What follows belongs to an exercise in optimizing a design on an open flow for small area; a production flow would make more cautious choices. No activity file was given, so power comes from the tool's default toggle rates.

## systolic
module systolic(
    input CLK,
    input [8*8-1:0] i_Data_I_In,
    input [4*8-1:0] i_Data_W_In,
    input [4-1:0] i_EN_W_In,
    input [3-1:0] i_EN_ID_In,
    input [4*24-1:0] i_Psum_In,
    output [4*24-1:0] o_Psum_Out,
    input  [4*16-1:0] i_Addr_P_In,
    input  [4*1-1:0] i_Valid_P_In,
    output [4*16-1:0] o_Addr_P_Out,
    output [4*1-1:0] o_Valid_P_Out
);
==> flow/config.mk <==
export PLATFORM = sky130hd
export DESIGN_NAME = systolic
export DESIGN_NICKNAME = systolic
export VERILOG_FILES = /design/flow/design.v
export SDC_FILE = /design/flow/constraint.sdc
export NUM_CORES = 4
export LEC_CHECK = 0
export CAP_MARGIN = 20
export CORE_MARGIN = 2
export CORE_UTILIZATION = 55
export GPL_TIMING_DRIVEN = 1
export PLACE_DENSITY = 0.7
export SLEW_MARGIN = 20
export SYNTH_HIERARCHICAL = 1
export SYNTH_MINIMUM_KEEP_SIZE = 0
==> flow/constraint.sdc <==
create_clock -name core_clock -period 8.0 [get_ports {CLK}]
set_input_delay 1.6000 -clock core_clock [delete_from_list [all_inputs] [get_ports {CLK}]]
set_output_delay 1.6000 -clock core_clock [all_outputs]
set_load 0.01 [all_outputs]
standard.sh (not shown) runs the stock make flow with config.mk's settings and CLKGATE_MAP_FILE= SYNTH_SCRIPT=/design/flow/synth_recipe.tcl, a recipe that flattens the netlist after the stock synthesis.
==> flow/flow/run.sh <==
#!/bin/bash
# Own layout flow: the standard synthesis, then area recovery on its netlist
# (flow/downsize.py puts combinational cells that abc sized up back to drive 1;
# registers are untouched), then the standard layout from floorplan to finish,
# with a clock tree built from larger sink clusters and without dummy loads, and drive-1 port buffers.
# Each step writes its full output to its own log file in this folder.
set -euo pipefail
R=orfs/results/$FLOW_PLATFORM/systolic/base
bash standard.sh synth > synth.log 2>&1
python3 flow/downsize.py $R/1_2_yosys.v \
  $FLOW_HOME/platforms/$FLOW_PLATFORM/lib/sky130_fd_sc_hd__tt_025C_1v80.lib > downsize.log 2>&1
rm -f $R/1_synth.odb
bash standard.sh \
  CTS_ARGS="-sink_clustering_enable -repair_clock_nets -dont_use_dummy_load -sink_clustering_size 24 -sink_clustering_max_diameter 120" \
  BUFFER_PORTS_ARGS="-buffer_cell sky130_fd_sc_hd__buf_1" \
  finish > layout.log 2>&1
==> flow/flow/downsize.py <==
#!/usr/bin/env python3
"""Area recovery on the synthesised netlist: every combinational cell that abc
sized up (drive strength 2 or more) goes back to its drive-1 variant when the
library has one.  Flip-flops, buffers and adder cells are left as they are; the
layout's own repair steps size cells up again where timing needs it."""
import re
import sys

net, lib = sys.argv[1], sys.argv[2]
cells = set(re.findall(r'cell\s*\(\s*"?(sky130_fd_sc_hd__\w+?)"?\s*\)', open(lib).read()))
keep = re.compile(r"sky130_fd_sc_hd__(df|edf|sdf|dl|buf|clk|fa_|ha_|conb|tap|fill|decap|diode)")
text = open(net).read()
count = {}


def sub(m):
    name = m.group(0)
    if keep.match(name):
        return name
    base, drive = m.group(1), m.group(2)
    small = f"{base}_1"
    if drive not in ("1", "0") and small in cells:
        count[name] = count.get(name, 0) + 1
        return small
    return name


text = re.sub(r"\b(sky130_fd_sc_hd__\w+?)_(\d+)\b", sub, text)
open(net, "w").write(text)
for k, v in sorted(count.items()):
    print(f"{k} -> _1: {v}")
Next try:
Settings changed: CORE_UTILIZATION 55 to 62, GPL_TIMING_DRIVEN 1 to 0, PLACE_DENSITY 0.7 to 0.75.
Outcome: The new run passed the timing, DRC and antenna checks; non-clock buffer count went down by 11; final cell count decreases by 2.2%; clock power drops by about 1%; sequential share of layout area stays flat; sequential power hardly moves; utilization went up by 7.6 points; global-route usage grows by 1.2 points.
Next try:
Settings changed: CORE_UTILIZATION 62 to 55, PLACE_DENSITY 0.75 to 0.7.
Area after synthesis stays the same.
Setup slack gets better by 0.052 ns.
Sequential cell count does not change.
Clock power is higher by about 1%.
Wire length went up by 1.6%.
Register-to-register slack improved by 0.03 ns.
Clock skew came out lower by 0.012 ns.
Function was not checked in any run of this note: the RTL went through the layout flow alone.

static timing again, ports no longer ideal:
No port has a modelled driver above. Below, the same layouts with a new extraction and two added sets of constraints.
Step 1 assumes that a clkbuf_16 drives the clock port and a buf_2 every other input.
Step 2 times the ports against the registers' clock, not the clock port: input delays grow and output delays shrink by t, the midpoint of the rising clock arrivals with the driver on.
Slacks: ideal / step 1 / step 2; pairs: ideal / step 1.
run	shift t [ns]	slack for setup (ns)	worst hold slack (ns)	worst setup path after step 2
the first run	0.823	0.264 / 0.311 / -0.512	0.275 / 0.275 / 0.275	input to register
the second run	0.795	0.125 / 0.133 / -0.663	0.291 / 0.291 / 0.291	input to register
the third run	0.829	0.177 / 0.204 / -0.625	0.305 / 0.305 / 0.305	input to register
With both steps, setup timing fails in every run listed, where it was met with ideal ports. The setup slack of the third run, which loses most, moves by +0.027 ns with the drivers and by -0.802 ns with both steps.
